Background: an optimization exercise with open tools, aiming at small area. Do not read the settings as production practice. In this exercise RTL edits were held to simulation tests only and were not proved equivalent to the original. The clock port is modelled as an ideal driver; clocking choices that lean on that would not hold on a real chip. Power figures rest on the tool's default switching activity, not on a simulated workload.

$ cat flow/standard.sh
#!/bin/bash
# synth_recipe.tcl (not shown) runs the flow's synth.tcl, then flattens the netlist and writes it again
# the make line also repeats each setting of config.mk as NAME=value (left out here)
make -C /OpenROAD-flow-scripts/flow DESIGN_CONFIG=/design/flow/config.mk WORK_HOME=/design/flow/orfs CLKGATE_MAP_FILE= SYNTH_SCRIPT=/design/flow/synth_recipe.tcl "${@:-finish}"
$ cat flow/flow/fix_clk.tcl
# (sourced inside a proc by ORFS: its settings are globals)
# Clock-tree buffer sizing, run after CTS (POST_CTS_TCL). CTS builds the tree
# from one buffer size; this gives each clock buffer the smallest clkbuf size
# for which the slews at the pins it drives stay under a target: clk_ff_ps at
# flip-flop clock pins, clk_buf_ps at the inputs of the next clock buffers.
if {![info exists ::clk_ff_ps]} { set ::clk_ff_ps 118.0 }
if {![info exists ::clk_buf_ps]} { set ::clk_buf_ps 350.0 }
set ::clk_sizes {sky130_fd_sc_hd__clkbuf_1 sky130_fd_sc_hd__clkbuf_2 sky130_fd_sc_hd__clkbuf_4 sky130_fd_sc_hd__clkbuf_8 sky130_fd_sc_hd__clkbuf_16}

proc clk_pin_slew_ps {p} {
  set worst 0
  foreach e {rise fall} { foreach a {min max} {
    set ps [expr {[sta::time_ui_sta [get_property $p slew_${a}_$e]] * 1e12}]
    if {$ps > $worst} { set worst $ps }
  }}
  return $worst
}

# 1 if a load pin driven by inst is over its target
proc clk_over {inst} {
  foreach opin [get_pins -of_objects $inst -filter "direction == output"] {
    foreach p [get_pins -of_objects [get_nets -of_objects $opin] -filter "direction == input"] {
      set load [get_cells -of_objects $p]
      set lim [expr {[string match clkbuf_* [get_full_name $load]] ? $::clk_buf_ps : $::clk_ff_ps}]
      if {[clk_pin_slew_ps $p] > $lim} { return 1 }
    }
  }
  return 0
}

proc clk_bufs {} {
  set r {}
  foreach inst [get_cells clkbuf_*] {
    if {[string match sky130_fd_sc_hd__clkbuf_* [get_property $inst ref_name]]} { lappend r $inst }
  }
  return $r
}

set_propagated_clock [all_clocks]
estimate_parasitics -placement
# shrink each buffer as far as its loads allow
foreach inst [clk_bufs] {
  while {1} {
    set m [get_property $inst ref_name]
    set i [lsearch $::clk_sizes $m]
    if {$i <= 0} { break }
    replace_cell $inst [lindex $::clk_sizes [expr {$i - 1}]]
    estimate_parasitics -placement
    if {[clk_over $inst]} {
      replace_cell $inst $m
      estimate_parasitics -placement
      break
    }
  }
}
# then grow any buffer whose loads miss the target (a driver's slew moves its loads' slews)
for {set iter 0} {$iter < 8} {incr iter} {
  set changed 0
  foreach inst [clk_bufs] {
    set i [lsearch $::clk_sizes [get_property $inst ref_name]]
    if {[clk_over $inst] && $i < [llength $::clk_sizes] - 1} {
      replace_cell $inst [lindex $::clk_sizes [expr {$i + 1}]]
      estimate_parasitics -placement
      incr changed
    }
  }
  puts "fix_clk: grow pass $iter changed $changed"
  if {$changed == 0} { break }
}
set mx 0
foreach pin [all_registers -clock_pins -edge_triggered] {
  set s [clk_pin_slew_ps $pin]
  if {$s > $mx} { set mx $s }
}
puts "fix_clk: worst flip-flop clock pin slew $mx ps"
foreach inst [clk_bufs] { puts "fix_clk: [get_full_name $inst] [get_property $inst ref_name]" }
detailed_placement
check_placement -verbose
estimate_parasitics -placement
$ cat flow/flow/run.sh
#!/bin/bash
# Layout flow: the standard layout (standard.sh) with these changes:
#  - synthesis maps the logic with flow/abc_area_nf.script (area-oriented ABC
#    mapping with relaxed delay, no buffering or upsizing) in place of ORFS's
#    abc_speed.script; everything else in synthesis is ORFS's and the standard flow's own
#    (synth_recipe.tcl), so the registers, their names and cells are unchanged;
#  - port buffers are sky130_fd_sc_hd__buf_1;
#  - CTS builds the tree from clkbuf_4 cells and inserts no dummy loads;
#  - after CTS, flow/fix_clk.tcl resizes each clock buffer to the smallest
#    clkbuf that keeps flip-flop clock-pin slews under 118 ps.
# Each ORFS step writes its full log under orfs/logs/ (fix_clk.tcl's output is
# in 4_1_cts.log); make's output goes to standard.log.
set -euo pipefail
rm -rf orfs_scripts
cp -r "$FLOW_HOME/scripts" orfs_scripts
cp flow/abc_area_nf.script orfs_scripts/abc_speed.script
bash standard.sh \
  "SCRIPTS_DIR=$PWD/orfs_scripts" \
  "BUFFER_PORTS_ARGS=-buffer_cell sky130_fd_sc_hd__buf_1" \
  "CTS_ARGS=-sink_clustering_enable -repair_clock_nets -dont_use_dummy_load -buf_list sky130_fd_sc_hd__clkbuf_4" \
  "POST_CTS_TCL=$PWD/flow/fix_clk.tcl" \
  finish > standard.log 2>&1
$ cat flow/constraint.sdc
create_clock -name core_clock -period 10.0 [get_ports {clk}]
set_input_delay 2.0000 -clock core_clock [delete_from_list [all_inputs] [get_ports {clk}]]
set_output_delay 2.0000 -clock core_clock [all_outputs]
set_load 0.01 [all_outputs]
$ cat flow/flow/abc_area_nf.script
strash
dc2
strash
&get -n
&dch -f
&nf -R 1000 -p
&put
$ cat flow/config.mk
export PLATFORM = sky130hd
export DESIGN_NAME = MyUART
export DESIGN_NICKNAME = MyUART
export VERILOG_FILES = /design/flow/design.v
export SDC_FILE = /design/flow/constraint.sdc
export NUM_CORES = 4
export LEC_CHECK = 0
export CAP_MARGIN = 20
export CORE_MARGIN = 2
export CORE_UTILIZATION = 40
export SLEW_MARGIN = 20
$ cat flow/design.v
module RdMux
				(
				input [7:0] sel,
				input [63:0] d,
				output reg [7:0] q
				);
				integer i;
				always @ (*)
				begin
					q = 8'd0;
					for (i = 0; i < 8; i = i + 1)
						q = q | ({8{sel[i]}} & d[i*8 +: 8]);
				end
endmodule
module MyUART
				(
				input clk,reset_n,
				input [11:0] FinalValue,
				input [7:0] w_data,
				input wr_en,
				output T_full,
				output reg tx,
				input rx,
				output reg [7:0] r_data,
				input rd_en,
				output R_empty,
				output error_check
				);
				reg [11:0] q;
				reg tick;                                   
				wire hit = (q == FinalValue);
				always @ (posedge clk, negedge reset_n)
					if (~reset_n)
						q <= 12'd0;
					else
						q <= hit ? 12'd0 : q + 1'b1;
				always @ (posedge clk)
					tick <= hit;
				reg [63:0] t_sr;
				reg [3:0] t_k;
				wire [3:0] t_m = ~t_k;
				wire t_empty = t_m[3];
				assign T_full = (t_m == 4'd7);
				wire [7:0] t_head;
				RdMux t_mux (.sel(8'd1 << t_m[2:0]), .d(t_sr), .q(t_head));
				wire t_push = wr_en && !T_full;
				wire t_pop;
				always @ (posedge clk)
					if (t_push)
						t_sr <= {t_sr[55:0], w_data};
				always @ (posedge clk, negedge reset_n)
					if (~reset_n)
						t_k <= 4'd0;
					else if (t_push && !t_pop)
						t_k <= t_k - 1'b1;
					else if (t_pop && !t_push)
						t_k <= t_k + 1'b1;
				reg [3:0] t_sx;
				wire [3:0] t_s = t_sx ^ 4'd2;
				reg [3:0] t_c;
				reg [7:0] t_st;
				wire t_idle = (t_s == 4'd2);
				wire t_last = tick && (t_c == 4'd15);
				wire t_bit = t_st[t_s[2:0]];
				assign t_pop = t_idle && !t_empty;
				always @ (posedge clk, negedge reset_n)
					if (~reset_n)
						t_sx <= 4'd0;
					else if (t_pop)
						t_sx <= 4'd7 ^ 4'd2;
					else if (!t_idle && t_last)
						t_sx <= (t_s + 1'b1) ^ 4'd2;
				always @ (posedge clk)
					if (t_pop)
						t_c <= 4'd0;
					else if (tick)
						t_c <= t_c + 1'b1;
				always @ (posedge clk)
					if (t_pop)
						t_st <= t_head;
				reg tx_next;
				always @ (*)
					if (t_s[3])
						tx_next = t_bit;
					else if (t_s == 4'd7)
						tx_next = 1'b0;
					else if (t_s == 4'd0)
						tx_next = ^t_st;
					else
						tx_next = 1'b1;
				always @ (posedge clk, negedge reset_n)
					if (~reset_n)
						tx <= 1'b1;
					else
						tx <= tx_next;
				reg [3:0] r_sx;
				wire [3:0] r_s = r_sx ^ 4'd2;
				reg [3:0] r_c;
				reg [7:0] r_st;
				reg r_par;
				wire r_idle = (r_s == 4'd2);
				wire r_last = tick && (r_c == 4'd15);
				wire r_go = r_idle && !rx;
				wire r_done = r_last && (r_s == 4'd0);
				assign error_check = r_done && (r_par == rx);
				always @ (posedge clk, negedge reset_n)
					if (~reset_n)
						r_sx <= 4'd0;
					else if (r_go)
						r_sx <= 4'd7 ^ 4'd2;
					else if (!r_idle && r_last)
						r_sx <= (r_s + 1'b1) ^ 4'd2;
				always @ (posedge clk)
					if (r_go)
						r_c <= 4'd8;
					else if (tick)
						r_c <= r_c + 1'b1;
				always @ (posedge clk)
					if (r_last)
						r_st <= {rx, r_st[7:1]};
				always @ (posedge clk)
					if (r_s == 4'd7)
						r_par <= 1'b0;
					else if (r_last)
						r_par <= r_par ^ rx;
				reg [63:0] r_sr;
				reg [3:0] r_k;
				wire [3:0] r_m = ~r_k;
				assign R_empty = r_m[3];
				wire r_full = (r_m == 4'd7);
				wire [7:0] r_head;
				RdMux r_mux (.sel(8'd1 << r_m[2:0]), .d(r_sr), .q(r_head));
				wire r_push = r_done && !r_full;
				wire r_pop = rd_en && !R_empty;
				always @ (posedge clk)
					if (r_push)
						r_sr <= {r_sr[55:0], r_st};
				always @ (posedge clk, negedge reset_n)
					if (~reset_n)
						r_k <= 4'd0;
					else if (r_push && !r_pop)
						r_k <= r_k - 1'b1;
					else if (r_pop && !r_push)
						r_k <= r_k + 1'b1;
				always @ (posedge clk, negedge reset_n)
					if (~reset_n)
						r_data <= 8'd0;
					else if (r_pop)
						r_data <= r_head;
endmodule
==> results.json, run 1 <==
{
  "status": "timing/DRC/antenna clean",
  "syn_area_mm2": 0.00734,
  "num_rows": 49,
  "fill_cells": 1589,
  "place.gp.congestion": 0.767,
  "gr-max-usage-layer": "met2",
  "ys_seq_elements": 191,
  "startpoint": "rx",
  "grt_max_degree": 66,
  "rsz0062_at_grt": "false",
  "grt_pass1_vias": 4355,
  "synth_warnings": 2,
  "hold_class": "register to register",
  "relSlewSlack_pct": 37.4,
  "p_int_mw": 1.29,
  "dieWidth_um": 139,
  "fin_util_pct": 44.8,
  "power_switching_mw": 0.578,
  "core_area_mm2": 0.0180,
  "postSynthCellCount": 457,
  "grt_use_met1_pct": 20.6,
  "nNetsFinal": 561,
  "grt_use_total_pct": 14.8,
  "numClockSinks": 191,
  "power_frac_seq_pct": 58.0,
  "critPathMaxFanout": 4,
  "drc_errors": 0,
  "drv_cap": 0,
  "met3_usage_pct": 3.41,
  "ioPinCount": 37,
  "fin_crit_ns": 4.54,
  "avgSynthCellArea_um2": 16.1,
  "cts_tree": "done",
  "dp_hpwl_um": 8590,
  "cellPowerDensity_mw_per_mm2": 232,
  "syn_to_final_growth_pct": 9.72,
  "post_drt_via_cell_ratio": 5.61,
  "hold_viol_final": 0,
  "post_drt_wl_per_cell_um": 18.3,
  "ir_worst_vdd_mv": 0.110,
  "p_leak_nw": 2.72,
  "worst_setup_path_end_kind": "primary output",
  "setup_viol": 0,
  "seq_area_frac_synth_pct": 74.3,
  "wirelength_um": 13700,
  "via_count": 4188,
  "drtAntennaViolNets": 0,
  "portBuffers": 36,
  "reg2reg_from": "tick$_DFF_P_",
  "layout-drive-gt1-share_pct": 6.58,
  "first_pass_iters": 6,
  "fin_crit_sh_pct": 45.4,
  "met2_usage_pct": 23.1,
  "start_util_pct": 40.9,
  "drt_iter0_markers": 445,
  "tightest_slew_ns": 0.934,
  "clockPowerShare_pct": 18.7,
  "insertion_delay_ns": 0.56,
  "finalClockSkew_ns": 0.0298,
  "drv_slew": 0,
  "cts.clk_slew.worst_paths_ns": 0.10,
  "antenna_found_initial": 1,
  "crit_end": "error_check",
  "post-route-cell-area_mm2": 0.00805,
  "r2r-end": "r_k[3]$_DFFE_PN0P_",
  "fp.dieH_um": 139,
  "grt-ovfl-total": 0,
  "grt_pass1_wl_um": 22800,
  "r2r_cells": 12,
  "synth_nets": 499,
  "synth.distinct_cells": 37,
  "switching_share_pct": 30.9,
  "required_ns": 8.00,
  "critical_path_arrival_ns": 2.54,
  "crit_type": "primary input to primary output",
  "tns_ns": 0,
  "r2r_setup_slack_ns": 6.14,
  "fmax_mhz": 220,
  "place_area_mm2": 0.00785,
  "hold_slack_ns": 0.421,
  "startpoint_type": "primary input",
  "design.die.area_mm2": 0.0195,
  "comb_power_share_pct": 23.3
}
-- cells by family (layout without fill, tap and decap cells) --
kind of cell / Yosys count / count (layout) / share of synthesized area (%)
compound gates: 93 / 93 / 9.77
xor+xnor: 33 / 33 / 3.94
fa+ha+maj: 17 / 17 / 3.10
buf+inv: 14 / 74 / 0.716
flops: 191 / 191 / 74.3
mux: 5 / 5 / 1.02
other cells: 0 / 1 / 0
simple gates: 104 / 104 / 7.19
-- critical path: stages --
cell and delay, ns:
buf_1 0.15, xor2_1 0.21, nor2_1 0.05, buf_1 0.12
-- power groups by stage --
stage               sequential (mW)  clock [mW]  combinational (mW)
floorplan                      1.08           0               0.292
global placement               1.09           0               0.427
detailed placement             1.10           0               0.439
global route                   1.10       0.396               0.491
finish                         1.09       0.350               0.437
-- placed cells by master (no fill, tap or decap), types with 3 or more instances in the layout --
cell      Yosys  final
nand2_1      15     15
and3_1       12     12
a222oi_1     29     29
clkbuf_8      0     11
a221oi_1      8      8
a22oi_1      11     11
nor2_1       20     20
a21oi_1      16     15
nor3_1       18     14
ha_1         15     15
nand4_1       8      8
edfxtp_1    144    144
a31oi_1       3      3
clkinv_1     14     14
o21ai_0       9      9
dfxtp_1      10     10
and2_0        5      5
xnor2_1      18     18
o21a_1        8      8
mux2i_1       3      3
clkbuf_4      0      6
nand3_1      17     17
buf_4         0      7
dfrtp_1      36     36
buf_1         0     35
nor3b_1       3      3
xor2_1       15     15
nor3_2        0      4
-- layout make-up --
type,instances,area [um2],area share (%)
Tap cell,229,287,3.56
Antenna cell,1,2.50,0.0311
Inverter,14,52.6,0.652
Clock buffer,17,196,2.44
Timing Repair Buffer,43,189,2.35
Sequential cell,191,5450,67.7
Multi-Input combinational cell,252,1880,23.3
-- per-stage QoR --
step | instances | setup slack (ns) | total power, mW
after floorplan | 457 | 3.60 | 1.38
final | 747 | 5.46 | 1.87
after global routing | 747 | 5.22 | 1.99
after detailed placement | 729 | 5.40 | 1.54
after global placement | 729 | 5.48 | 1.52
-- per-layer routing --
metal / part of all wire, % / vias up
met3: 5.8 / 12
met2: 47 / 145
met1: 46 / 2079
li1: - / 1952
met5: 0 / -
met4: 1.0 / 0
-- synth_stat cells --
| cell | count | share of area, % |
|---|---|---|
| edfxtp_1 | 144 | 59 |
| dfrtp_1 | 36 | 12 |
| a222oi_1 | 29 | 4.0 |
| nor2_1 | 20 | 1.0 |
| nor3_1 | 18 | 1.2 |
| xnor2_1 | 18 | 2.1 |
| nand3_1 | 17 | 1.2 |
| a21oi_1 | 16 | 1.1 |
| ha_1 | 15 | 2.6 |
| nand2_1 | 15 | 0.77 |
| xor2_1 | 15 | 1.8 |
| clkinv_1 | 14 | 0.72 |
| and3_1 | 12 | 1.0 |
| a22oi_1 | 11 | 1.1 |
| dfxtp_1 | 10 | 2.7 |
| o21ai_0 | 9 | 0.61 |
| a221oi_1 | 8 | 0.95 |
| nand4_1 | 8 | 0.68 |
| o21a_1 | 8 | 0.82 |
| and2_0 | 5 | 0.43 |
| a31oi_1 | 3 | 0.26 |
| mux2i_1 | 3 | 0.41 |
| nor3b_1 | 3 | 0.31 |
| a21o_1 | 2 | 0.20 |
| and4_1 | 2 | 0.24 |
| fa_1 | 2 | 0.55 |
| mux4_2 | 2 | 0.61 |
| nor2b_1 | 2 | 0.17 |
| o21bai_1 | 2 | 0.20 |
| a21boi_0 | 1 | 0.10 |
| a311oi_1 | 1 | 0.12 |
| a32o_1 | 1 | 0.14 |
| dfstp_2 | 1 | 0.36 |
| nor4_1 | 1 | 0.085 |
| o22ai_1 | 1 | 0.085 |
| o31ai_1 | 1 | 0.10 |
| or2_0 | 1 | 0.085 |
-- worst min-delay path by stage --
stage	from	endpoint	slack [ns]	depth (start not counted)
global route	r_st[0]$_DFFE_PP_	r_sr[0]$_DFFE_PP_	0.43	0
finish	r_st[0]$_DFFE_PP_	r_sr[0]$_DFFE_PP_	0.42	0
global placement	r_st[0]$_DFFE_PP_	r_sr[0]$_DFFE_PP_	0.42	0
floorplan	r_st[0]$_DFFE_PP_	r_sr[0]$_DFFE_PP_	0.40	0
detailed placement	r_st[0]$_DFFE_PP_	r_sr[0]$_DFFE_PP_	0.43	0
-- sequential cells by signal (all words and copies together), names as in the netlist, 4 cells and up --
name    flops
q          12
r_c         4
r_data      8
r_k         4
r_sr       64
r_st        8
r_sx        4
t_c         4
t_k         4
t_sr       64
t_st        8
t_sx        4
==> run 2, diff against run 1 <==
--- a/flow/design.v
+++ b/flow/design.v
@@ -2,15 +2,12 @@
 				(
 				input [7:0] sel,
 				input [63:0] d,
-				output reg [7:0] q
+				output [7:0] q
 				);
-				integer i;
-				always @ (*)
-				begin
-					q = 8'd0;
-					for (i = 0; i < 8; i = i + 1)
-						q = q | ({8{sel[i]}} & d[i*8 +: 8]);
-				end
+				assign q = ({8{sel[0]}} & d[7:0])   | ({8{sel[1]}} & d[15:8])  |
+				           ({8{sel[2]}} & d[23:16]) | ({8{sel[3]}} & d[31:24]) |
+				           ({8{sel[4]}} & d[39:32]) | ({8{sel[5]}} & d[47:40]) |
+				           ({8{sel[6]}} & d[55:48]) | ({8{sel[7]}} & d[63:56]);
 endmodule
 module MyUART
 				(
@@ -61,7 +58,7 @@
 				reg [7:0] t_st;
 				wire t_idle = (t_s == 4'd2);
 				wire t_last = tick && (t_c == 4'd15);
-				wire t_bit = t_st[t_s[2:0]];
+				wire t_bit = t_st[0];
 				assign t_pop = t_idle && !t_empty;
 				always @ (posedge clk, negedge reset_n)
 					if (~reset_n)
@@ -78,6 +75,8 @@
 				always @ (posedge clk)
 					if (t_pop)
 						t_st <= t_head;
+					else if (t_last && t_s[3])
+						t_st <= {t_st[0] ^ t_st[7], t_st[7:1]};
 				reg tx_next;
 				always @ (*)
 					if (t_s[3])
@@ -85,7 +84,7 @@
 					else if (t_s == 4'd7)
 						tx_next = 1'b0;
 					else if (t_s == 4'd0)
-						tx_next = ^t_st;
+						tx_next = t_st[6];
 					else
 						tx_next = 1'b1;
 				always @ (posedge clk, negedge reset_n)
@@ -129,9 +128,10 @@
 				assign R_empty = r_m[3];
 				wire r_full = (r_m == 4'd7);
 				wire [7:0] r_head;
-				RdMux r_mux (.sel(8'd1 << r_m[2:0]), .d(r_sr), .q(r_head));
+				wire r_pop;
+				RdMux r_mux (.sel({8{r_pop}} & (8'd1 << r_m[2:0])), .d(r_sr), .q(r_head));
 				wire r_push = r_done && !r_full;
-				wire r_pop = rd_en && !R_empty;
+				assign r_pop = rd_en && !R_empty;
 				always @ (posedge clk)
 					if (r_push)
 						r_sr <= {r_sr[55:0], r_st};
@@ -145,6 +145,6 @@
 				always @ (posedge clk, negedge reset_n)
 					if (~reset_n)
 						r_data <= 8'd0;
-					else if (r_pop)
-						r_data <= r_head;
+					else
+						r_data <= r_head | ({8{~r_pop}} & r_data);
 endmodule
==> run 2 against run 1 <==
Highest routed layer unchanged; setup slack got worse by 0.029 ns; still clean; sequential power fell by 6%; hold slack improved by 0.0063 ns.
==> results.json, run 2 <==
{
  "r2r-end": "r_k[2]$_DFFE_PN0P_",
  "core_area_mm2": 0.0179,
  "tns_ns": 0,
  "insertion_delay_ns": 0.57,
  "yosys.cell_count.top_type": "edfxtp_1",
  "synth_warnings": 1,
  "critPathMaxFanout": 12,
  "fin_crit_ns": 4.57,
  "finalClockSkew_ns": 0.0326,
  "avgSynthCellArea_um2": 15.8,
  "final_common_cell": "edfxtp_1",
  "cp_top_family": "simple AND/OR/NAND/NOR gates",
  "hold_depth": 0,
  "crit_path_max_incr_delay_ns": 0.61,
  "critical_path_arrival_ns": 2.57,
  "synthTopCellsByCount": "edfxtp_1 (144), dfrtp_1 (36), a222oi_1 (34), nor2_1 (29), a21oi_1 (25)",
  "dp_hpwl_um": 8700,
  "layout-drive-gt1-share_pct": 6.30,
  "fp.dieH_um": 139,
  "reg.largest.list": "r_sr (64), t_sr (64), q (12)",
  "comb_power_share_pct": 14.4,
  "ioPinCount": 37,
  "post_drt_wl_per_cell_um": 18.6,
  "drt_iter0_markers": 496,
  "postSynthCellCount": 461,
  "wirelength_um": 14000,
  "crit_type": "register to primary output",
  "ys_seq_elements": 191,
  "status": "timing/DRC/antenna clean",
  "netlist_top_cells_area": "edfxtp_1 (59%), dfrtp_1 (12%), a222oi_1 (4.7%), dfxtp_1 (2.7%), ha_1 (2.6%)",
  "ir_worst_vdd_mv": 0.121,
  "numClockSinks": 191,
  "crit_chain": "and3_1, and2_0, nand3_1, nor2_1, buf_1",
  "portBuffers": 36,
  "crit_buf_inv": 1,
  "dieWidth_um": 139,
  "tightest_slew_ns": 1.02,
  "syn_to_final_growth_pct": 9.88,
  "final_cell_mix": "edfxtp_1 (144), dfrtp_1 (36), buf_1 (35), a222oi_1 (34), nor2_1 (29)",
  "syn_area_mm2": 0.00729,
  "nNetsFinal": 567,
  "power_switching_mw": 0.429,
  "power_frac_seq_pct": 64.0,
  "cellPowerDensity_mw_per_mm2": 199,
  "p_int_mw": 1.17,
  "cts_tree": "done",
  "num_rows": 49,
  "synth_ff_type": "edfxtp_1",
  "antenna_found_initial": 1,
  "post-route-cell-area_mm2": 0.00801,
  "hold_viol_final": 0,
  "place_area_mm2": 0.00782,
  "grt-ovfl-total": 0,
  "grt_use_total_pct": 15.0,
  "fmax_mhz": 219,
  "post_drt_via_cell_ratio": 5.68,
  "relSlewSlack_pct": 31.6,
  "grt_pass1_wl_um": 23100,
  "grt_max_degree": 67,
  "cpMaxStageDelayCell": "and2_0",
  "clockPowerShare_pct": 21.6,
  "holdPathEnd": "r_sr[0]$_DFFE_PP_",
  "seq_area_frac_synth_pct": 74.8,
  "fill_cells": 1612,
  "drtAntennaViolNets": 0,
  "setup_viol": 0,
  "drv_slew": 0,
  "synth.distinct_cells": 37,
  "register_area_mm2": 0.00545,
  "fin_crit_sh_pct": 45.7,
  "synth_edf_count": 144,
  "startpoint_type": "register",
  "hp-start": "r_st[0]$_DFFE_PP_",
  "drc_errors": 0,
  "synth_nets": 502,
  "drv_cap": 0,
  "switching_share_pct": 26.9,
  "design.die.area_mm2": 0.0193,
  "synthArstFlopShare_pct": 19.4,
  "place.gp.congestion": 0.776,
  "yosysTopAreaCellShare_pct": 59.3,
  "via_count": 4286,
  "grt_pass1_vias": 4260,
  "r2r_setup_slack_ns": 6.11,
  "r2r_cells": 11,
  "p_leak_nw": 2.78,
  "required_ns": 8.00,
  "hold_class": "register to register",
  "multiInputGateArea_mm2": 0.00183,
  "worst_setup_path_end_kind": "primary output",
  "cts.clk_slew.worst_paths_ns": 0.09,
  "synth_area_leader_cell": "edfxtp_1",
  "reg2reg_from": "tick$_DFF_P_",
  "start_util_pct": 40.7,
  "first_pass_iters": 5,
  "rsz0062_at_grt": "false"
}
## run 2: cell families (layout without fill, tap and decap cells)
logic type | count (synthesis) | count (layout) | share of synthesized area, %
buf+inv | 11 | 74 | 0.566
compound gates | 95 | 95 | 9.89
xor+xnor | 28 | 28 | 3.36
flops | 191 | 191 | 74.8
other cells | 0 | 1 | 0
simple gates | 115 | 115 | 7.84
mux | 5 | 5 | 0.721
fa+ha+maj | 16 | 16 | 2.85
## run 2: how the worst max path moves through the flow
stage	slack [ns]	to	cells past startpoint	start
after global routing	5.19	error_check	5	tick$_DFF_P_
final	5.43	error_check	5	tick$_DFF_P_
after detailed placement	5.46	error_check	4	rx
after global placement	5.48	error_check	4	rx
after floorplan	3.60	t_k[3]$_DFFE_PN0P_	8	wr_en
## run 2: per-layer routing
metal  global-route usage [%]  wire, um  vias up
met1                     21.0      6380     2156
met3                     3.63       798       13
li1                         -         -     1980
met5                        0         0        -
met4                     4.52       145        0
met2                     23.5      6710      137
## run 2: final cells by class
type / instances / area share, %
sequential: 191 / 68.0
inverter: 11 / 0.515
clock buffer: 17 / 2.37
multi-input combinational: 259 / 22.8
antenna: 1 / 0.0312
tap: 229 / 3.58
timing repair buffer: 46 / 2.64
## run 2: stage by stage
step | instances | power, mW | utilization, % | setup slack (ns) | hold slack (ns)
2_1_floorplan | 461 | 1.18 | - | 3.60 | 0.400
3_3_place_gp | 736 | 1.26 | 43.6 | 5.48 | 0.403
3_5_place_dp | 736 | 1.27 | 43.7 | 5.46 | 0.412
5_1_grt | 754 | 1.68 | 44.8 | 5.19 | 0.442
6_report | 754 | 1.60 | 44.8 | 5.43 | 0.427
## run 2: power groups by stage
stage	sequential, mW	combinational (mW)	clock (mW)
2_1_floorplan	1.02	0.159	0
3_3_place_gp	1.03	0.222	0
3_5_place_dp	1.04	0.232	0
5_1_grt	1.03	0.257	0.390
6_report	1.02	0.230	0.344
==> run 3, diff against run 2 <==
--- a/flow/flow/run.sh
+++ b/flow/flow/run.sh
@@ -7,7 +7,7 @@
 #  - port buffers are sky130_fd_sc_hd__buf_1;
 #  - CTS builds the tree from clkbuf_4 cells and inserts no dummy loads;
 #  - after CTS, flow/fix_clk.tcl resizes each clock buffer to the smallest
-#    clkbuf that keeps flip-flop clock-pin slews under 118 ps.
+#    clkbuf that keeps flip-flop clock-pin slews under 110 ps.
 # Each ORFS step writes its full log under orfs/logs/ (fix_clk.tcl's output is
 # in 4_1_cts.log); make's output goes to standard.log.
 set -euo pipefail
==> flow/flow/abc_area_nf.script (replaced) <==
strash
dc2
strash
&get -n
&dch -f
&nf -R 1000 -p -C 32
&put
--- a/flow/flow/fix_clk.tcl
+++ b/flow/flow/fix_clk.tcl
@@ -3,7 +3,7 @@
 # from one buffer size; this gives each clock buffer the smallest clkbuf size
 # for which the slews at the pins it drives stay under a target: clk_ff_ps at
 # flip-flop clock pins, clk_buf_ps at the inputs of the next clock buffers.
-if {![info exists ::clk_ff_ps]} { set ::clk_ff_ps 118.0 }
+if {![info exists ::clk_ff_ps]} { set ::clk_ff_ps 110.0 }
 if {![info exists ::clk_buf_ps]} { set ::clk_buf_ps 350.0 }
 set ::clk_sizes {sky130_fd_sc_hd__clkbuf_1 sky130_fd_sc_hd__clkbuf_2 sky130_fd_sc_hd__clkbuf_4 sky130_fd_sc_hd__clkbuf_8 sky130_fd_sc_hd__clkbuf_16}
 
==> run 3 against run 2 <==
Still clean; design area about the same; via count down 0.96%; power rose by 1.3%; flip-flop and latch count unchanged; non-clock buffer count decreased by 1; hold slack improved by 0.015 ns; maximum frequency up 0.68%; count of clock-buffer cells in the layout stayed put; clock power grew 7.0%; critical path depth decreased by 1; core utilization about the same; critical path type is now primary input to primary output; highest routed layer unchanged.
==> results.json, run 3 <==
{
  "drtAntennaViolNets": 0,
  "fmax_mhz": 220,
  "r2r_setup_slack_ns": 6.05,
  "status": "timing/DRC/antenna clean",
  "synth_ff_type": "edfxtp_1",
  "grt_use_met1_pct": 18.9,
  "relSlewSlack_pct": 25.6,
  "antenna_found_initial": 0,
  "layout-drive-gt1-share_pct": 6.63,
  "ir_worst_vdd_mv": 0.103,
  "design.die.area_mm2": 0.0192,
  "critical_path_arrival_ns": 2.54,
  "crit_type": "primary input to primary output",
  "yosys.cell_count.top_type": "edfxtp_1",
  "post-route-cell-area_mm2": 0.00801,
  "place_area_mm2": 0.00779,
  "worst_setup_path_end_kind": "primary output",
  "start_util_pct": 40.6,
  "num_rows": 49,
  "synthTopCellsByCount": "edfxtp_1 (144), a222oi_1 (38), dfrtp_1 (36), nor2_1 (29), nor3_1 (20)",
  "fp.dieH_um": 139,
  "r2r_cells": 11,
  "reg.largest.list": "r_sr (64), t_sr (64), q (12)",
  "synth_warnings": 1,
  "post_drt_wl_per_cell_um": 18.6,
  "dieWidth_um": 139,
  "wirelength_um": 13800,
  "p_leak_nw": 2.76,
  "hp-start": "r_st[0]$_DFFE_PP_",
  "synth_nets": 492,
  "drv_slew": 0,
  "insertion_delay_ns": 0.45,
  "cpMaxStageDelayCell": "xor2_1",
  "crit_top_cell": "buf_1",
  "seq_area_frac_synth_pct": 75.1,
  "reg2reg_from": "tick$_DFF_P_",
  "post_drt_via_cell_ratio": 5.72,
  "worst_slack_ns": 5.46,
  "critPathMaxFanout": 4,
  "cellPowerDensity_mw_per_mm2": 202,
  "setup_viol": 0,
  "place.gp.congestion": 0.737,
  "dp_slack_ns": 5.45,
  "avgSynthCellArea_um2": 16.1,
  "diodes": 0,
  "hold_viol_final": 0,
  "ys_seq_elements": 191,
  "numClockSinks": 191,
  "core_area_mm2": 0.0179,
  "synth.distinct_cells": 37,
  "finalClockSkew_ns": 0.0308,
  "cts_tree": "done",
  "final_common_cell": "edfxtp_1",
  "met2_usage_pct": 24.0,
  "grt_pass1_wl_um": 22400,
  "synth_edf_count": 144,
  "portBuffers": 36,
  "drt_iter0_markers": 614,
  "required_ns": 8.00,
  "dp_hpwl_um": 8630,
  "met3_usage_pct": 4.01,
  "tns_ns": 0,
  "drc_errors": 0,
  "grt_max_degree": 67,
  "via_count": 4245,
  "cp_top_family": "buffers and inverters",
  "synth_area_leader_cell": "edfxtp_1",
  "final_cell_mix": "edfxtp_1 (144), a222oi_1 (38), dfrtp_1 (36), buf_1 (35), nor2_1 (29)",
  "gr-max-usage-layer": "met2",
  "yosysTopAreaCellShare_pct": 59.6,
  "cts.clk_slew.worst_paths_ns": 0.08,
  "crit_chain": "buf_1, xor2_1, nor2_1, buf_1",
  "crit_path_max_incr_delay_ns": 0.21,
  "crit_buf_inv": 2,
  "fin_crit_ns": 4.54,
  "tightest_slew_ns": 1.11,
  "fill_cells": 1587,
  "holdPathEnd": "r_sr[0]$_DFFE_PP_",
  "hold_depth": 0,
  "netlist_top_cells_area": "edfxtp_1 (60%), dfrtp_1 (12%), a222oi_1 (5.2%), dfxtp_1 (2.8%), ha_1 (2.6%)",
  "nNetsFinal": 556,
  "grt_use_total_pct": 14.7,
  "p_total_mw": 1.62,
  "first_pass_iters": 7,
  "fin_crit_sh_pct": 45.4,
  "grt-ovfl-total": 0,
  "r2r-end": "r_k[2]$_DFFE_PN0P_",
  "rsz0062_at_grt": "false",
  "postSynthCellCount": 451,
  "synthArstFlopShare_pct": 19.4,
  "syn_to_final_growth_pct": 10.4,
  "syn_area_mm2": 0.00726,
  "ioPinCount": 37,
  "startpoint_type": "primary input",
  "drv_cap": 0,
  "grt_pass1_vias": 4343,
  "hold_class": "register to register"
}
## run 3: stage by stage
| stage | hold slack, ns | util [%] | cells |
|---|---|---|---|
| 6_report | 0.443 | 44.8 | 742 |
| 5_1_grt | 0.454 | 44.8 | 742 |
| 3_5_place_dp | 0.424 | 43.5 | 725 |
| 3_3_place_gp | 0.410 | 43.5 | 725 |
| 2_1_floorplan | 0.400 | - | 451 |
## run 3: kinds of logic (layout without fill, tap and decap cells)
kind of cell	count (synthesis)	count (layout)	synth area share [%]
AO/OA/AOI/OAI	93	93	10.1
XOR/XNOR	27	27	3.26
adder cells (fa/ha/maj)	16	16	2.86
buffers and inverters	10	72	0.517
flip-flops	191	191	75.1
multiplexers	5	5	0.724
AND/OR/NAND/NOR	109	109	7.43
## run 3: metal layers
layer  part of all wire [%]  vias to the layer above
li1                       -                     1962
met1                     44                     2108
met2                     48                      157
met3                    6.5                       18
met4                    1.5                        0
met5                      0                        -
## run 3: final cells by class
class	instances	area [um2]	share of cell area, %
clock buffers	17	221	2.76
inverters	10	37.5	0.468
multi-input cells	250	1810	22.6
flip-flops and latches	191	5450	68.0
well taps	229	287	3.58
repair buffers	45	204	2.55
## run 3: report_power, final
part,internal (mW),total [mW],switching [mW],leakage (nW)
clock,0.143,0.368,0.225,0.117
combinational,0.0910,0.227,0.135,0.748
sequential,0.954,1.02,0.0681,1.89
total,1.19,1.62,0.428,2.76
## run 3: worst max path at each step
stage                             from                 end  slack, ns  cells after the start
after floorplan                  wr_en  t_k[3]$_DFFE_PN0P_       3.60                      8
after global placement              rx         error_check       5.48                      4
after detailed placement            rx         error_check       5.45                      4
after global routing      tick$_DFF_P_         error_check       5.27                      5
final                               rx         error_check       5.46                      4
## run 3: worst register-to-register path: cells and delay by family, from the launching register on
family | cells | cell delay [ns]
compound gates | 2 | 0.23
flops | 1 | 0.58
mux | 1 | 0.28
buf+inv | 1 | 0.65
xor+xnor | 2 | 0.37
simple gates | 3 | 1.17
fa+ha+maj | 2 | 0.59
==> run 4, diff against run 3 <==
--- a/flow/config.mk
+++ b/flow/config.mk
@@ -7,5 +7,5 @@
 export LEC_CHECK = 0
 export CAP_MARGIN = 20
 export CORE_MARGIN = 2
-export CORE_UTILIZATION = 40
+export CORE_UTILIZATION = 70
 export SLEW_MARGIN = 20
==> run 4 against run 3 <==
First-iteration DRC count decreased by 10%; core utilization increased by 32 points; die area decreased by 42%; global-route usage increased by 11 points; design area decreased by 2.0%; power decreased by 1.3%; setup slack got worse by 0.025 ns; non-clock buffer count decreased by 5; hold slack got worse by 0.011 ns; count of clock-buffer cells in the layout unchanged; combinational power decreased by 2%; clock skew increased by 0.0024 ns.
==> results.json, run 4 <==
{
  "finalClockSkew_ns": 0.0332,
  "insertion_delay_ns": 0.44,
  "cellPowerDensity_mw_per_mm2": 203,
  "numClockSinks": 191,
  "dieWidth_um": 106,
  "cts.clk_slew.worst_paths_ns": 0.11,
  "critical_path_arrival_ns": 2.56,
  "avgSynthCellArea_um2": 16.1,
  "ir_worst_vdd_mv": 0.151,
  "crit_type": "primary input to primary output",
  "dp.cells": 627,
  "drtAntennaViolNets": 0,
  "startpoint_type": "primary input",
  "yosysTopAreaCellShare_pct": 59.6,
  "start_util_pct": 71.3,
  "syn_area_mm2": 0.00726,
  "worst_setup_path_end_kind": "primary output",
  "seq_area_frac_synth_pct": 75.1,
  "synth_nets": 492,
  "drt_iter0_markers": 552,
  "grt_use_total_pct": 25.8,
  "diodes": 0,
  "hold_viol_final": 0,
  "synthTopCellsByCount": "edfxtp_1 (144), a222oi_1 (38), dfrtp_1 (36), nor2_1 (29), nor3_1 (20)",
  "crit_path_max_incr_delay_ns": 0.20,
  "synth_ff_type": "edfxtp_1",
  "dp_hpwl_um": 8620,
  "core_area_mm2": 0.0102,
  "antenna_found_initial": 0,
  "crit_chain": "buf_1, xor2_1, nor2_1, buf_1",
  "portBuffers": 36,
  "multiInputGateArea_mm2": 0.00183,
  "crit_top_cell": "buf_1",
  "final_common_cell": "edfxtp_1",
  "synth.distinct_cells": 37,
  "setup_viol": 0,
  "layout-drive-gt1-share_pct": 6.30,
  "hold_class": "register to register",
  "syn_to_final_growth_pct": 8.20,
  "hold_slack_ns": 0.431,
  "rsz0062_at_grt": "false",
  "p_leak_nw": 2.73,
  "register_area_mm2": 0.00545,
  "fin_crit_ns": 4.56,
  "cpMaxStageDelayCell": "xor2_1",
  "p_total_mw": 1.59,
  "fp.dieH_um": 106,
  "cts_tree": "done",
  "critPathMaxFanout": 4,
  "ys_seq_elements": 191,
  "status": "timing/DRC/antenna clean",
  "fin_util_pct": 77.1,
  "crit_buf_inv": 2,
  "fill_cells": 611,
  "finalNonFillerCells": 644,
  "num_rows": 37,
  "drv_cap": 0,
  "nNetsFinal": 551,
  "wirelength_um": 13600,
  "yosys.cell_count.top_type": "edfxtp_1",
  "drc_errors": 0,
  "drv_slew": 0,
  "grt-ovfl-total": 0,
  "place.gp.congestion": 0.820,
  "via_count": 4278,
  "grt_max_degree": 66,
  "postSynthCellCount": 451,
  "final_cell_mix": "edfxtp_1 (144), a222oi_1 (38), dfrtp_1 (36), buf_1 (35), nor2_1 (29)",
  "post-route-cell-area_mm2": 0.00786,
  "required_ns": 8.00,
  "dp_slack_ns": 5.44,
  "post_drt_wl_per_cell_um": 21.1,
  "reg.largest.list": "r_sr (64), t_sr (64), q (12)",
  "post_drt_via_cell_ratio": 6.64,
  "worst_slack_ns": 5.44,
  "place_area_mm2": 0.00763,
  "netlist_top_cells_area": "edfxtp_1 (60%), dfrtp_1 (12%), a222oi_1 (5.2%), dfxtp_1 (2.8%), ha_1 (2.6%)",
  "grt_pass1_wl_um": 21700,
  "fin_crit_sh_pct": 45.6,
  "tightest_slew_ns": 1.09,
  "cp_top_family": "buffers and inverters",
  "synthArstFlopShare_pct": 19.4,
  "synth_warnings": 1,
  "synth_edf_count": 144,
  "grt_pass1_vias": 4272,
  "fmax_mhz": 219,
  "tns_ns": 0,
  "ioPinCount": 37,
  "relSlewSlack_pct": 26.6,
  "design.die.area_mm2": 0.0112,
  "first_pass_iters": 7,
  "synth_area_leader_cell": "edfxtp_1"
}
run 4: cell count changes in the layout (fill, tap and decap cells not counted), sizes merged:
cell / previous run / this run
buf: 45 / 40
run 4: routing by layer:
metal | wire (um) | global-route usage, %
met5 | 0 | 0
met4 | 124 | 10.2
met3 | 872 | 6.31
met2 | 6770 | 40.1
met1 | 5850 | 36.0
run 4: layout make-up:
cell class / instances / share of cell area [%]
repair buffers: 40 / 2.12
multi-input cells: 250 / 23.3
flip-flops and latches: 191 / 69.4
clock buffers: 17 / 2.58
inverters: 10 / 0.478
well taps: 136 / 2.17
run 4: path summary, 6_finish.rpt:
| kind | slack (ns) | cells past startpoint | end | from |
|---|---|---|---|---|
| min in group asynchronous | 1.67 | 1 | q[8]$_DFF_PN0_ | reset_n |
| hold reg to reg | 0.43 | 0 | r_sr[4]$_DFFE_PP_ | r_st[4]$_DFFE_PP_ |
| hold / removal | 0.43 | 0 | r_sr[4]$_DFFE_PP_ | r_st[4]$_DFFE_PP_ |
| setup / recovery | 5.44 | 4 | error_check | rx |
| setup reg to reg | 6.38 | 9 | r_k[3]$_DFFE_PN0P_ | tick$_DFF_P_ |
| max in group asynchronous | 7.73 | 1 | r_sx[3]$_DFFE_PN0P_ | reset_n |
run 4: logic make-up (layout without fill, tap and decap cells):
family	Yosys count	count (layout)	synth area share (%)
flops	191	191	75.1
simple gates	109	109	7.43
compound gates	93	93	10.1
xor+xnor	27	27	3.26
fa+ha+maj	16	16	2.86
buf+inv	10	67	0.517
mux	5	5	0.724
run 4: worst reg2reg max path: stages, from the launching register on:
cell	delay, ns
dfxtp_1	0.55
and3_1	0.23
and2_0	0.61
nand3_1	0.37
a21oi_4	0.22
buf_4	0.65
ha_1	0.42
a21oi_1	0.14
o21ai_0	0.13
xnor2_1	0.16
run 4: power by group:
| part | switching, mW | internal, mW | total [mW] |
|---|---|---|---|
| Clock | 0.218 | 0.130 | 0.349 |
| Combinational | 0.135 | 0.0877 | 0.223 |
| Sequential | 0.0694 | 0.954 | 1.02 |
| Total | 0.423 | 1.17 | 1.59 |
==> run 5, diff against run 4 <==
--- a/flow/config.mk
+++ b/flow/config.mk
@@ -7,5 +7,5 @@
 export LEC_CHECK = 0
 export CAP_MARGIN = 20
 export CORE_MARGIN = 2
-export CORE_UTILIZATION = 70
+export CORE_UTILIZATION = 78
 export SLEW_MARGIN = 20
==> run 5 against run 4 <==
Critical endpoint unchanged; critical path type is now register to primary output; highest routed layer unchanged; maximum frequency down 2.4%; register-to-register slack worse by 0.38 ns; hold slack gained 0.0053 ns; synthesized cell count is the same; count of clock-buffer cells in the layout unchanged; via count up 2.7%; critical path depth increased by 1; global-route usage grew 3.0 points; combinational power down 2%; flip-flop and latch count unchanged; wire length rose by 1.8%.
==> results.json, run 5 <==
{
  "status": "timing/DRC/antenna clean",
  "hold_depth": 0,
  "r2r_setup_slack_ns": 6.00,
  "register_area_mm2": 0.00545,
  "num_rows": 35,
  "synth_edf_count": 144,
  "via_count": 4392,
  "fmax_mhz": 214,
  "p_leak_nw": 2.72,
  "hp-start": "r_sr[10]$_DFFE_PP_",
  "place.gp.congestion": 0.819,
  "r2r_cells": 11,
  "numClockSinks": 191,
  "hold_class": "register to register",
  "required_ns": 8.00,
  "setup_viol": 0,
  "netlist_top_cells_area": "edfxtp_1 (60%), dfrtp_1 (12%), a222oi_1 (5.2%), dfxtp_1 (2.8%), ha_1 (2.6%)",
  "cts.clk_slew.worst_paths_ns": 0.11,
  "synth_warnings": 1,
  "seq_area_frac_synth_pct": 75.1,
  "final_common_cell": "edfxtp_1",
  "crit_type": "register to primary output",
  "hold_slack_ns": 0.437,
  "start_util_pct": 79.3,
  "dp_slack_ns": 5.41,
  "worst_slack_ns": 5.33,
  "cts_tree": "done",
  "layout-drive-gt1-share_pct": 6.11,
  "synth.distinct_cells": 37,
  "routed-wl-met2_um": 6700,
  "grt_use_total_pct": 28.8,
  "fin_crit_sh_pct": 46.7,
  "nNetsFinal": 550,
  "synthArstFlopShare_pct": 19.4,
  "syn_area_mm2": 0.00726,
  "r2r-end": "r_k[2]$_DFFE_PN0P_",
  "fin_crit_ns": 4.67,
  "cellPowerDensity_mw_per_mm2": 202,
  "drtAntennaViolNets": 0,
  "grt_pass1_wl_um": 21200,
  "postSynthCellCount": 451,
  "syn_to_final_growth_pct": 7.41,
  "drt_iter0_markers": 575,
  "wirelength_um": 13900,
  "synth_nets": 492,
  "tns_ns": 0,
  "hold_viol_final": 0,
  "ys_seq_elements": 191,
  "critPathMaxFanout": 12,
  "crit_path_max_incr_delay_ns": 0.60,
  "reg2reg_from": "tick$_DFF_P_",
  "tightest_slew_ns": 1.18,
  "rsz0062_at_grt": "false",
  "diodes": 0,
  "fp.dieH_um": 100,
  "fill_cells": 464,
  "worst_setup_path_end_kind": "primary output",
  "crit_chain": "and3_1, and2_0, nand3_1, nor2_1, buf_1",
  "drv_slew": 0,
  "multiInputGateArea_mm2": 0.00183,
  "reg.largest.list": "r_sr (64), t_sr (64), q (12)",
  "critical_path_arrival_ns": 2.67,
  "portBuffers": 36,
  "cp_top_family": "simple AND/OR/NAND/NOR gates",
  "post_drt_wl_per_cell_um": 22.4,
  "synthTopCellsByCount": "edfxtp_1 (144), a222oi_1 (38), dfrtp_1 (36), nor2_1 (29), nor3_1 (20)",
  "ioPinCount": 37,
  "met3_length_um": 1410,
  "yosysTopAreaCellShare_pct": 59.6,
  "avgSynthCellArea_um2": 16.1,
  "core_area_mm2": 0.00915,
  "cpMaxStageDelayCell": "and2_0",
  "grt_pass1_vias": 4187,
  "design.die.area_mm2": 0.0101,
  "antenna_found_initial": 0,
  "wl_met1_um": 5470,
  "final_cell_mix": "edfxtp_1 (144), a222oi_1 (38), dfrtp_1 (36), buf_1 (35), nor2_1 (29)",
  "first_pass_iters": 8,
  "yosys.cell_count.top_type": "edfxtp_1",
  "relSlewSlack_pct": 21.0,
  "ir_worst_vdd_mv": 0.223,
  "synth_area_leader_cell": "edfxtp_1",
  "synth_ff_type": "edfxtp_1",
  "crit_buf_inv": 1,
  "holdPathEnd": "r_sr[18]$_DFFE_PP_",
  "grt-ovfl-total": 0,
  "grt_max_degree": 67,
  "post_drt_via_cell_ratio": 7.11,
  "dieWidth_um": 100,
  "finalClockSkew_ns": 0.0364,
  "insertion_delay_ns": 0.57,
  "dp_hpwl_um": 8830,
  "drc_errors": 0,
  "drv_cap": 0,
  "routed.top_layer": "met4",
  "startpoint_type": "register"
}
run 5: final cells by class:
| type | instances | area share [%] |
|---|---|---|
| timing repair buffer | 39 | 2.04 |
| multi-input combinational | 250 | 23.4 |
| inverter | 10 | 0.481 |
| clock buffer | 17 | 2.36 |
| tap | 111 | 1.78 |
| sequential | 191 | 69.9 |
run 5: power by group:
group / total [mW] / internal (mW) / switching (mW)
clock: 0.330 / 0.116 / 0.215
sequential: 1.03 / 0.954 / 0.0716
combinational: 0.219 / 0.0855 / 0.134
total: 1.58 / 1.16 / 0.420
run 5: stage by stage:
step                      cell area, um2  util, %  total power [mW]  cells
final                               7800     85.2              1.58    618
after global placement              7590     82.9              1.24    601
after floorplan                     7260        -              1.18    451
after global routing                7800     85.2              1.64    618
after detailed placement            7590     83.0              1.26    601
run 5: routing by layer:
| metal | track usage [%] | vias up |
|---|---|---|
| met5 | 0 | - |
| met4 | 13.0 | 0 |
| met3 | 8.74 | 30 |
| met2 | 43.5 | 293 |
| met1 | 39.8 | 2130 |
| li1 | - | 1939 |
run 5: cells by family (layout without fill, tap and decap cells):
group                      count (synthesis)  count (layout)  synth area share, %
xor gates and xnor gates                  27              27                 3.26
and+or+nand+nor                          109             109                 7.43
muxes                                      5               5                0.724
DFF                                      191             191                 75.1
AOI/OAI and AO/OA                         93              93                 10.1
adders and majority gates                 16              16                 2.86
buffers and inverters                     10              66                0.517
run 5: worst register-to-register path, cell delays in order (launching register included):
cell     delay (ns)
dfxtp_1        0.57
and3_1         0.25
and2_0         0.60
nand3_1        0.38
a21oi_4        0.19
buf_4          0.66
ha_1           0.40
xor2_1         0.21
ha_1           0.17
a21oi_1        0.05
xnor2_1        0.13
mux2_1         0.28
run 5: how the worst max path moves through the flow:
stage                       from                 end  slack [ns]  cells after the start
global placement              rx         error_check        5.49                      4
detailed placement            rx         error_check        5.41                      4
finish              tick$_DFF_P_         error_check        5.33                      5
global route        tick$_DFF_P_         error_check        5.10                      5
floorplan                  wr_en  t_k[3]$_DFFE_PN0P_        3.60                      8
==> run 6, diff against run 5 <==
--- a/flow/design.v
+++ b/flow/design.v
@@ -52,21 +52,25 @@
 						t_k <= t_k - 1'b1;
 					else if (t_pop && !t_push)
 						t_k <= t_k + 1'b1;
-				reg [3:0] t_sx;
+				reg [2:0] t_sxr;                           
+				reg t_sx2;                                 
+				wire [3:0] t_sx = {t_sxr[2], t_sx2, t_sxr[1:0]};
 				wire [3:0] t_s = t_sx ^ 4'd2;
 				reg [3:0] t_c;
 				reg [7:0] t_st;
-				wire t_idle = (t_s == 4'd2);
+				wire t_idle = !t_sx[3] && !t_sx[1] && !t_sx[0];
 				wire t_last = tick && (t_c == 4'd15);
 				wire t_bit = t_st[0];
 				assign t_pop = t_idle && !t_empty;
+				wire [3:0] t_sx_next = t_pop ? 4'd7 ^ 4'd2 :
+				                        (!t_idle && t_last) ? (t_s + 1'b1) ^ 4'd2 : t_sx;
 				always @ (posedge clk, negedge reset_n)
 					if (~reset_n)
-						t_sx <= 4'd0;
-					else if (t_pop)
-						t_sx <= 4'd7 ^ 4'd2;
-					else if (!t_idle && t_last)
-						t_sx <= (t_s + 1'b1) ^ 4'd2;
+						t_sxr <= 3'd0;
+					else
+						t_sxr <= {t_sx_next[3], t_sx_next[1:0]};
+				always @ (posedge clk)
+					t_sx2 <= t_sx_next[2];
 				always @ (posedge clk)
 					if (t_pop)
 						t_c <= 4'd0;
@@ -92,23 +96,27 @@
 						tx <= 1'b1;
 					else
 						tx <= tx_next;
-				reg [3:0] r_sx;
+				reg [2:0] r_sxr;                           
+				reg r_sx2;                                 
+				wire [3:0] r_sx = {r_sxr[2], r_sx2, r_sxr[1:0]};
 				wire [3:0] r_s = r_sx ^ 4'd2;
 				reg [3:0] r_c;
 				reg [7:0] r_st;
 				reg r_par;
-				wire r_idle = (r_s == 4'd2);
+				wire r_idle = !r_sx[3] && !r_sx[1] && !r_sx[0];
 				wire r_last = tick && (r_c == 4'd15);
 				wire r_go = r_idle && !rx;
 				wire r_done = r_last && (r_s == 4'd0);
 				assign error_check = r_done && (r_par == rx);
+				wire [3:0] r_sx_next = r_go ? 4'd7 ^ 4'd2 :
+				                        (!r_idle && r_last) ? (r_s + 1'b1) ^ 4'd2 : r_sx;
 				always @ (posedge clk, negedge reset_n)
 					if (~reset_n)
-						r_sx <= 4'd0;
-					else if (r_go)
-						r_sx <= 4'd7 ^ 4'd2;
-					else if (!r_idle && r_last)
-						r_sx <= (r_s + 1'b1) ^ 4'd2;
+						r_sxr <= 3'd0;
+					else
+						r_sxr <= {r_sx_next[3], r_sx_next[1:0]};
+				always @ (posedge clk)
+					r_sx2 <= r_sx_next[2];
 				always @ (posedge clk)
 					if (r_go)
 						r_c <= 4'd8;
==> run 6 against run 5 <==
Still clean on timing, DRC and antenna; cell count grew 0.65%; core utilization up 0.44 points; global-route usage down 0.69 points; wire length shrank 3.6%; first-iteration DRC count fell by 15%; design area is essentially flat; synthesized cell count up 0.22%; count of clock-buffer cells in the layout stayed put; sequential share of layout area is 0.15 points lower; synthesized area is 0.19% lower; non-clock buffer count grew 3; combinational power grew 6%; critical endpoint unchanged.
==> results.json, run 6 <==
{
  "worst_slack_ns": 5.37,
  "ys_seq_elements": 191,
  "grt_use_total_pct": 28.2,
  "hold_viol_final": 0,
  "wirelength_um": 13400,
  "first_pass_iters": 7,
  "yosysTopAreaCellShare_pct": 59.7,
  "core_area_mm2": 0.00911,
  "synth_area_leader_cell": "edfxtp_1",
  "cp.depth": 5,
  "nNetsFinal": 552,
  "design.die.area_mm2": 0.0101,
  "tightest_slew_ns": 1.18,
  "startpoint_type": "register",
  "numClockSinks": 191,
  "status": "timing/DRC/antenna clean",
  "drv_cap": 0,
  "start_util_pct": 79.5,
  "fin_util_pct": 85.6,
  "antenna_found_initial": 0,
  "r2r_setup_slack_ns": 5.98,
  "crit_chain": "and3_1, and2_0, nand3_1, nor2b_1, buf_1",
  "cts_tree": "done",
  "place.gp.congestion": 0.804,
  "reg2reg_from": "tick$_DFF_P_",
  "crit_end": "error_check",
  "critPathMaxFanout": 14,
  "cp_top_family": "simple AND/OR/NAND/NOR gates",
  "synth_nets": 491,
  "netlist_top_cells_area": "edfxtp_1 (60%), dfrtp_1 (12%), a222oi_1 (4.7%), dfxtp_1 (3.3%), xnor2_1 (2.3%)",
  "synthTopCellsByCount": "edfxtp_1 (144), a222oi_1 (34), dfrtp_1 (34), nor2_1 (25), a21oi_1 (22)",
  "grt_max_degree": 67,
  "p_leak_nw": 2.74,
  "dp_hpwl_um": 8650,
  "num_rows": 35,
  "layout-drive-gt1-share_pct": 6.07,
  "reg.largest.list": "r_sr (64), t_sr (64), q (12)",
  "worst_setup_path_end_kind": "primary output",
  "portBuffers": 36,
  "ir_worst_vdd_mv": 0.184,
  "cpMaxStageDelayCell": "and2_0",
  "hold_slack_ns": 0.448,
  "hold_class": "register to register",
  "post_drt_wl_per_cell_um": 21.5,
  "final_cell_mix": "edfxtp_1 (144), buf_1 (35), a222oi_1 (34), dfrtp_1 (34), nor2_1 (25)",
  "fin_crit_sh_pct": 46.3,
  "final_common_cell": "edfxtp_1",
  "drt_iter0_markers": 488,
  "drv_slew": 0,
  "finalClockSkew_ns": 0.0327,
  "post_drt_via_cell_ratio": 6.91,
  "fin_crit_ns": 4.63,
  "cts.clk_slew.worst_paths_ns": 0.10,
  "critical_path_arrival_ns": 2.63,
  "crit_type": "register to primary output",
  "yosys.cell_count.top_type": "edfxtp_1",
  "fill_cells": 430,
  "postSynthCellCount": 452,
  "startpoint": "tick$_DFF_P_",
  "relSlewSlack_pct": 20.8,
  "synth.distinct_cells": 38,
  "dp.cells": 605,
  "hold_depth": 0,
  "crit_buf_inv": 1,
  "avgSynthCellArea_um2": 16.0,
  "dieWidth_um": 100,
  "r2r-end": "r_k[2]$_DFFE_PN0P_",
  "grt_pass1_wl_um": 21200,
  "diodes": 0,
  "synthArstFlopShare_pct": 18.3,
  "syn_to_final_growth_pct": 7.65,
  "drtAntennaViolNets": 0,
  "seq_area_frac_synth_pct": 75.1,
  "insertion_delay_ns": 0.56,
  "rsz0062_at_grt": "false",
  "dp_slack_ns": 5.40,
  "r2r_cells": 11,
  "grt-ovfl-total": 0,
  "grt_pass1_vias": 4150,
  "setup_viol": 0,
  "cellPowerDensity_mw_per_mm2": 203,
  "crit_path_max_incr_delay_ns": 0.67,
  "fmax_mhz": 216,
  "synth_ff_type": "edfxtp_1",
  "syn_area_mm2": 0.00725,
  "fp.dieH_um": 100,
  "required_ns": 8.00,
  "ioPinCount": 37,
  "synth_edf_count": 144,
  "drc_errors": 0,
  "synth_warnings": 1,
  "via_count": 4301,
  "finalNonFillerCells": 622,
  "tns_ns": 0
}
-- run 6: cell types whose count changed after synthesis, sizes merged, moves of 3 or more --
cell,before,now
a31oi,8,1
a22oi,2,7
a41oi,2,7
a21oi,18,22
a222oi,38,34
nand2,13,17
nor2,29,25
a221oi,8,5
-- run 6: where the power goes --
part / total (mW) / internal, mW / switching, mW
clock: 0.329 / 0.116 / 0.213
sequential: 1.02 / 0.956 / 0.0668
combinational: 0.232 / 0.0903 / 0.142
-- run 6: per-stage QoR --
step / cell area (um2) / power, mW
final: 7800 / 1.58
after global routing: 7800 / 1.65
after detailed placement: 7600 / 1.26
after global placement: 7590 / 1.25
after floorplan: 7250 / 1.18
-- run 6: cell type report --
type	instances	area, um2	area share (%)
clock buffer	17	184	2.36
inverter	11	41.3	0.529
multi-input combinational	250	1810	23.2
sequential	191	5440	69.8
tap	111	139	1.78
timing repair buffer	42	181	2.33
-- run 6: layer usage --
layer | up-vias | global-route usage (%) | routed length [um]
met2 | 214 | 46.3 | 6840
met4 | 0 | 8.22 | 131
met1 | 2126 | 38.2 | 5360
li1 | 1942 | - | -
met5 | - | 0 | 0
met3 | 19 | 7.10 | 1030
-- run 6: worst min-delay path by stage --
| stage | startpoint | to | slack [ns] |
|---|---|---|---|
| after floorplan | r_st[0]$_DFFE_PN_ | r_sr[0]$_DFFE_PP_ | 0.40 |
| final | r_sr[39]$_DFFE_PP_ | r_sr[47]$_DFFE_PP_ | 0.45 |
| after global routing | t_sr[54]$_DFFE_PN_ | t_sr[62]$_DFFE_PN_ | 0.46 |
| after detailed placement | r_sr[35]$_DFFE_PP_ | r_sr[43]$_DFFE_PP_ | 0.43 |
| after global placement | r_st[0]$_DFFE_PN_ | r_sr[0]$_DFFE_PP_ | 0.40 |
-- run 6: worst register-to-register path, stage by stage, from the launching register on --
cell     delay [ns]
dfxtp_1        0.55
and3_1         0.25
and2_0         0.67
nand3_1        0.30
a21oi_4        0.17
buf_4          0.63
ha_1           0.42
xor2_1         0.24
ha_1           0.18
a21oi_1        0.06
xnor2_1        0.16
mux2_1         0.30
-- run 6: kinds of logic (layout without fill, tap and decap cells) --
group	Yosys count	count (layout)	share of synthesized area (%)
AO/OA/AOI/OAI	93	93	10.1
multiplexers	6	6	0.863
buffers and inverters	11	70	0.570
flip-flops	191	191	75.1
AND/OR/NAND/NOR	109	109	7.48
adder cells (fa/ha/maj)	14	14	2.52
XOR/XNOR	28	28	3.38

==> port drivers added, routing unchanged <==
The results above use ideal ports. As a check the final layouts listed here were re-extracted and re-timed, cells and wires unchanged.
Step 1 (the two cells are an assumption about what drives the block):
set clk [get_ports {clk}]
set_driving_cell -lib_cell sky130_fd_sc_hd__clkbuf_16 $clk
set_driving_cell -lib_cell sky130_fd_sc_hd__buf_2 [delete_from_list [all_inputs] $clk]
Step 2, shift: input delay + t, output delay - t, t = (earliest + latest rising clock arrival at the registers) / 2. This alone moves slack from input paths to output paths.
Three values: no drivers, after step 1, after step 2; two values: the first two.
run | shift t [ns] | setup slack, ns | worst setup path after step 2 | slew at the worst register clock pin (ns) | worst data-port slew with drivers (ns)
run 1 | 0.586 | 5.460 / 5.433 / 5.413 | input to register | 0.11 / 0.11 | 0.04
run 2 | 0.591 | 5.431 / 5.394 / 5.444 | input to output | 0.12 / 0.12 | 0.04
run 3 | 0.469 | 5.462 / 5.438 / 5.438 | input to output | 0.10 / 0.10 | 0.03
run 4 | 0.463 | 5.437 / 5.397 / 5.397 | input to output | 0.11 / 0.11 | 0.04
run 5 | 0.583 | 5.326 / 5.295 / 5.397 | input to output | 0.11 / 0.11 | 0.03
run 6 | 0.574 | 5.368 / 5.338 / 5.382 | input to output | 0.11 / 0.11 | 0.03
After both steps every run listed still meets setup and hold. For run 1, which loses most, drivers alone change the setup slack by -0.027 ns; drivers and shift together by -0.047 ns.
